What follows belongs to an exercise in optimizing a design on an open flow for small area, a short achievable clock period and few clock cycles per item; a production flow would make more cautious choices. The RTL was checked by simulation tests, not by an equivalence proof against the original design. Power and IR drop assume default switching activity.

v17:
==> flow/design.v (excerpt) <==
module MatrixMultiplier(
input   wire            CLK,
input   wire            NRST,  
input   wire            START,
input   wire    [7:0]   A,
input   wire    [7:0]   B,
output  wire    [16:0]  OUT,
output  wire            OUT_STROBE
);
Size: roughly 260 cells after synthesis, roughly 37 I/O pins, about 2900 sq um of cells after synthesis.
export LEC_CHECK = 0
export CAP_MARGIN = 20
export CORE_MARGIN = 2
export CORE_UTILIZATION = 70
export SETUP_SLACK_MARGIN = 2.0
export SLEW_MARGIN = 20
create_clock -name core_clock -period 5.5 [get_ports {CLK}]
standard.sh (not shown) runs the stock make flow with config.mk's settings and CLKGATE_MAP_FILE= SYNTH_SCRIPT=/design/flow/synth_recipe.tcl, a recipe that flattens the netlist after the stock synthesis.
==> flow/flow/run.sh <==
#!/bin/bash
# Standard ORFS layout with these changes:
#  - flow/fapol.py then picks each full adder's polarity (a full adder is self-dual) and
#    swaps single-output gates for their complements, so that few inverters remain between
#    adders; registers and ports are untouched by both;
#  - the port buffers are buf_1 (sized up by repair as needed) instead of the delay-cell
#    buffer that buffer_ports picks by default.
set -euo pipefail
R=orfs/results/sky130hd/MatrixMultiplier/base
bash standard.sh synth > standard_synth.log 2>&1
cp $R/1_2_yosys.v yosys_netlist_orig.v
python3 flow/unfactor.py yosys_netlist_orig.v netlist_unfactor.v > unfactor.log 2>&1
python3 flow/fapol.py netlist_unfactor.v $R/1_2_yosys.v > fapol.log 2>&1
rm -f $R/1_synth.odb $R/1_synth.sdc
bash standard.sh synth > standard_synth2.log 2>&1
bash standard.sh "BUFFER_PORTS_ARGS=-buffer_cell sky130_fd_sc_hd__buf_1" finish > standard_finish.log 2>&1
Other scripts of this flow, unchanged in this note and not shown: flow/flow/fapol.py, flow/flow/unfactor.py
Having completed the whole flow, v17 delivered a layout that passed the timing, DRC and antenna checks.
Testbench counts of v17, summed over its fixed seeds: cycles 4,800, items 2,400.
Input changes introduced in v26 (baseline for comparison: v17):
--- a/flow/config.mk
+++ b/flow/config.mk
@@ -10,2 +10,2 @@
-export CORE_UTILIZATION = 70
-export SETUP_SLACK_MARGIN = 2.0
+export CORE_UTILIZATION = 60
+export SETUP_SLACK_MARGIN = 2.3
## What came out
- v26 | status: complete | timing, DRC, antenna: pass
- Compared with v17, v26 shows fill cell instance count of the final layout that has gone up by more than a quarter.
- Going from v17 to v26, count of buffering cells on the critical path with inverters included has remained practically unchanged; setup slack at placement went up.
#### Input delta (v59 over v26)
--- a/flow/config.mk
+++ b/flow/config.mk
@@ -10 +10 @@
-export CORE_UTILIZATION = 60
+export CORE_UTILIZATION = 70
@@ -12,0 +13 @@
+export TNS_END_PERCENT = 20
==> comparison <==
- Re global-route usage: v59 is 3.7 points up on v26.
- Density: v59 denser than v26
- Compared with v26, v59 shows a higher share of the final layout cell area in multi-input gates.
- Sink count of the clock tree across v59 and v26: no real change.
#### Input delta (v6 over v59)
--- a/flow/config.mk
+++ b/flow/config.mk
@@ -10,2 +10,2 @@
-export CORE_UTILIZATION = 70
-export SETUP_SLACK_MARGIN = 2.3
+export CORE_UTILIZATION = 60
+export SETUP_SLACK_MARGIN = 2.0
@@ -13 +12,0 @@
-export TNS_END_PERCENT = 20
## What came out
Row combinational fraction of design power: v6 lower / v59 higher
According to the power report, total power for v6 is lower than for v59.
More vias were needed by v59 than by v6.
Max depth of the critical timing path with buffers and inverters included across v6 and v59: v6
The utilization reported for v6 is smaller than that of v59 by 14 points.
v59 leaves more setup margin than v6.
Diff v6 and v59: final period utilization lower in v59
In the flow results for v6 and v59, the final area is larger on v59.
Max pre-CTS setup slack across v6 and v59: v59
Delta (v6 minus v59): worst hold margin -0.0053 ns; area of the multi-input gates -2.3%.
The most heavily used metal layer in global routing comes out met1 in one run and met2 in the other, namely in v6 and v59 respectively.

Another version of the RTL of MatrixMultiplier (not shown whole).
For scale: roughly 37 I/O pins, ~3100 µm² of cells after synthesis.
clock: 5.5 ns
lec_check: 0
cap_margin: 20
core_margin: 2
core_utilization: 60
setup_slack_margin: 2.5
slew_margin: 20
==> flow/flow/run.sh <==
#!/bin/bash
# Standard ORFS layout with two changes:
#  - after the standard synthesis, flow/fapol.py picks each full adder's polarity (a full
#    adder is self-dual) and swaps single-output gates for their complements, so that few
#    inverters remain between adders; registers are untouched;
#  - the port buffers are buf_1 (sized up by repair as needed) instead of the delay-cell
#    buffer that buffer_ports picks by default.
set -euo pipefail
R=orfs/results/sky130hd/MatrixMultiplier/base
bash standard.sh synth > standard_synth.log 2>&1
cp $R/1_2_yosys.v yosys_netlist_orig.v
python3 flow/fapol.py yosys_netlist_orig.v $R/1_2_yosys.v > fapol.log 2>&1
rm -f $R/1_synth.odb $R/1_synth.sdc
bash standard.sh synth > standard_synth2.log 2>&1
bash standard.sh "BUFFER_PORTS_ARGS=-buffer_cell sky130_fd_sc_hd__buf_1" finish > standard_finish.log 2>&1
Other scripts of this flow, unchanged in this note and not shown: flow/flow/fapol.py
The starting point finished with timing, DRC and antenna clean.
Testbench counts at the start, summed over its fixed seeds: cycles 4,800, items 2,400.
Edit:
--- a/flow/config.mk
+++ b/flow/config.mk
@@ -8,5 +8,5 @@
 export CAP_MARGIN = 20
 export CORE_MARGIN = 2
-export CORE_UTILIZATION = 60
-export SETUP_SLACK_MARGIN = 2.5
+export CORE_UTILIZATION = 40
+export SETUP_SLACK_MARGIN = 1.5
 export SLEW_MARGIN = 20
Result:
- wire length decreases by 12%
- power decreases by 11%
- area after synthesis stays the same
- sequential power decreases by 5.3%
- utilization decreases by 31 points
- fmax decreases by about 7%
- final area decreases by about 11%
- combinational power decreases by 14%
- non-clock buffer count decreases by 15
- via count decreases by 7.4%
Edit:
--- a/flow/config.mk
+++ b/flow/config.mk
@@ -6,7 +6,8 @@
 export NUM_CORES = 4
 export LEC_CHECK = 0
+export ABC_AREA = 1
 export CAP_MARGIN = 20
 export CORE_MARGIN = 2
-export CORE_UTILIZATION = 40
-export SETUP_SLACK_MARGIN = 1.5
+export CORE_UTILIZATION = 60
+export SETUP_SLACK_MARGIN = 2.0
 export SLEW_MARGIN = 20
Cell area rose by a few percent. Global-route usage goes up by 9.0 points. Wire length went up by roughly a tenth. Die area went down by a quarter to a third. Non-clock buffer count increases by 12. Via count rises by about a fifth. Setup slack gains 0.21 ns. Combinational power hardly moves. Cell count went up by about a fifth. Power came out lower slightly.
Edit:
--- a/flow/config.mk
+++ b/flow/config.mk
@@ -6,8 +6,7 @@
 export NUM_CORES = 4
 export LEC_CHECK = 0
-export ABC_AREA = 1
 export CAP_MARGIN = 20
 export CORE_MARGIN = 2
-export CORE_UTILIZATION = 60
+export CORE_UTILIZATION = 75
 export SETUP_SLACK_MARGIN = 2.0
 export SLEW_MARGIN = 20
Outcome: Synthesized area went down by a few percent; maximum frequency is about the same; total power increases by a few percent; count of clock-buffer cells in the layout goes down by 1; die area shrinks by about a fifth; first-iteration DRC count came out higher by a few percent; wire length came out lower by a few percent; cell area shrinks by a few percent; clock power came out higher by a quarter to a third; worst hold slack gains 0.0031 ns.

RTL: one of the versions met above, not the one the previous note started from.
For scale: ~260 cells after synthesis, roughly 37 I/O pins, roughly 2900 um^2 of cells after synthesis.
Design MatrixMultiplier, start of the top module:
module MatrixMultiplier(
input   wire            CLK,
input   wire            NRST,  
input   wire            START,
input   wire    [7:0]   A,
input   wire    [7:0]   B,
output  wire    [16:0]  OUT,
output  wire            OUT_STROBE
);
clock: 5.5 ns
lec_check: 0
abc_clock_period_in_ps: 2500
cap_margin: 20
core_margin: 2
core_utilization: 70
setup_slack_margin: 2.0
slew_margin: 20
tns_end_percent: 20
==> flow/flow/run.sh <==
#!/bin/bash
# Standard ORFS layout with these changes:
#  - flow/fapol.py then picks each full adder's polarity (a full adder is self-dual) and
#    swaps single-output gates for their complements, so that few inverters remain between
#    adders; registers and ports are untouched by both;
#  - the port buffers are buf_1 (sized up by repair as needed) instead of the delay-cell
#    buffer that buffer_ports picks by default.
set -euo pipefail
R=orfs/results/sky130hd/MatrixMultiplier/base
bash standard.sh synth > standard_synth.log 2>&1
cp $R/1_2_yosys.v yosys_netlist_orig.v
python3 flow/unfactor.py yosys_netlist_orig.v netlist_unfactor.v > unfactor.log 2>&1
python3 flow/fapol.py netlist_unfactor.v $R/1_2_yosys.v > fapol.log 2>&1
rm -f $R/1_synth.odb $R/1_synth.sdc
bash standard.sh synth > standard_synth2.log 2>&1
bash standard.sh "BUFFER_PORTS_ARGS=-buffer_cell sky130_fd_sc_hd__buf_1" finish > standard_finish.log 2>&1
Other scripts of this flow, unchanged in this note and not shown: flow/flow/fapol.py, flow/flow/unfactor.py
Testbench counts at the start, summed over its fixed seeds: cycles 4,800, items 2,400.
==> next run, changes <==
Settings changed: ABC_CLOCK_PERIOD_IN_PS 2500 to not set.
Register-to-register slack gets worse by 50 ps. Fmax goes down slightly. Synthesized cell count is unchanged. Sequential share of layout area goes up by 0.22 points. Utilization goes down by 0.94 points. Setup slack gets worse by 53 ps. Wire length goes up by a few percent. Design area goes down slightly. Synthesized area is unchanged. Via count goes up slightly. Non-clock buffer count is unchanged.

MatrixMultiplier with an RTL version that a note above also has.
Size: about 3100 µm² of cells after synthesis.
export LEC_CHECK = 0
export CAP_MARGIN = 20
export CORE_MARGIN = 2
export CORE_UTILIZATION = 40
export SETUP_SLACK_MARGIN = 2.5
export SLEW_MARGIN = 20
create_clock -name core_clock -period 5.5 [get_ports {CLK}]
==> flow/flow/run.sh <==
#!/bin/bash
# Standard ORFS layout with two changes:
#  - after the standard synthesis, flow/fapol.py picks each full adder's polarity (a full
#    adder is self-dual) and swaps single-output gates for their complements, so that few
#    inverters remain between adders; registers are untouched;
#  - the port buffers are buf_1 (sized up by repair as needed) instead of the delay-cell
#    buffer that buffer_ports picks by default.
set -euo pipefail
R=orfs/results/sky130hd/MatrixMultiplier/base
bash standard.sh synth > standard_synth.log 2>&1
cp $R/1_2_yosys.v yosys_netlist_orig.v
python3 flow/fapol.py yosys_netlist_orig.v $R/1_2_yosys.v > fapol.log 2>&1
rm -f $R/1_synth.odb $R/1_synth.sdc
bash standard.sh synth > standard_synth2.log 2>&1
bash standard.sh "BUFFER_PORTS_ARGS=-buffer_cell sky130_fd_sc_hd__buf_1" finish > standard_finish.log 2>&1
Other scripts of this flow, unchanged in this note and not shown: flow/flow/fapol.py
The starting point finished with timing, DRC and antenna clean.
Testbench counts at the start, summed over its fixed seeds: cycles 4,800, items 2,400.
Rerun with:
- CORE_UTILIZATION: 40 -> 60
- SETUP_SLACK_MARGIN: 2.5 -> 2.0
Effect: The changed run finished clean. Routed wire length came out lower by about 6.4%. Power went down by about 10%. Final cell count goes down by about 10%. Final area goes down by 9.8%. Clock-buffer cell count does not change. Clock skew barely changes. Critical path depth does not change. Synthesized cell count stays the same. Utilization rose by 19 points. Sequential share of layout area went up by 1.4 points. Worst setup slack improved by 0.039 ns.
Rerun with:
- CTS_CLUSTER_DIAMETER: not set -> 200
- CTS_CLUSTER_SIZE: not set -> 32
The changed run finished with timing, DRC and antenna clean.
Power shrinks by 0.86%.
Cell area went down by 2.1%.
Worst hold slack gets worse by 0.012 ns.
Wire length goes down by 2.5%.
Clock-buffer cell count does not change.
Setup slack got worse by 0.015 ns.
Via count drops by 2.1%.
Rerun with:
- CTS_CLUSTER_DIAMETER: 200 -> not set
- CTS_CLUSTER_SIZE: 32 -> not set
- SETUP_SLACK_MARGIN: 2.0 -> 2.3
Wire length climbs by 5.8%.
Maximum frequency drops by 1.2%.
Total power climbs by 5.3%.
Worst hold slack is about the same.
Design area climbs by 9.3%.
Clock-buffer cell count stays the same.
Synthesized area stays the same.

[what the ideal ports hide]
The flow's constraints put no driver on any port. The routed layouts listed below were extracted and timed again, unchanged, in two steps.
Step 1 (the two cells are an assumption about what drives the block):
set clk [get_ports {CLK}]
set_driving_cell -lib_cell sky130_fd_sc_hd__clkbuf_16 $clk
set_driving_cell -lib_cell sky130_fd_sc_hd__buf_2 [delete_from_list [all_inputs] $clk]
Step 2 times the ports against the registers' clock, not the clock port: input delays grow and output delays shrink by t, the midpoint of the rising clock arrivals with the driver on.
Three values: no drivers, after step 1, after step 2; two values: the first two.
run	t, ns	setup WS [ns]	worst setup path after step 2
v17	0.304	2.087 / 2.087 / 1.792	input to register
v26	0.312	2.213 / 2.213 / 1.931	input to register
v59	0.301	2.160 / 2.171 / 1.870	input to register
v6	0.308	2.045 / 2.045 / 1.783	input to register
the first run of note 2	0.319	2.025 / 2.030 / 1.711	input to register
the second run of note 2	0.314	1.773 / 1.780 / 1.467	input to register
the third run of note 2	0.304	1.982 / 1.981 / 1.676	input to register
the fourth run of note 2	0.304	1.973 / 1.974 / 1.669	input to register
the first run of note 3	0.305	2.099 / 2.103 / 1.798	input to register
the second run of note 3	0.302	2.045 / 2.045 / 1.785	input to register
the first run of note 4	0.310	1.991 / 2.001 / 1.691	input to register
the second run of note 4	0.319	2.030 / 2.033 / 1.715	input to register
the third run of note 4	0.310	2.014 / 2.021 / 1.711	input to register
the fourth run of note 4	0.319	1.972 / 1.974 / 1.655	input to register
After both steps every run listed still meets setup and hold. The setup slack of the fourth run of note 4, which loses most, moves by +0.002 ns with the drivers and by -0.317 ns with both steps.
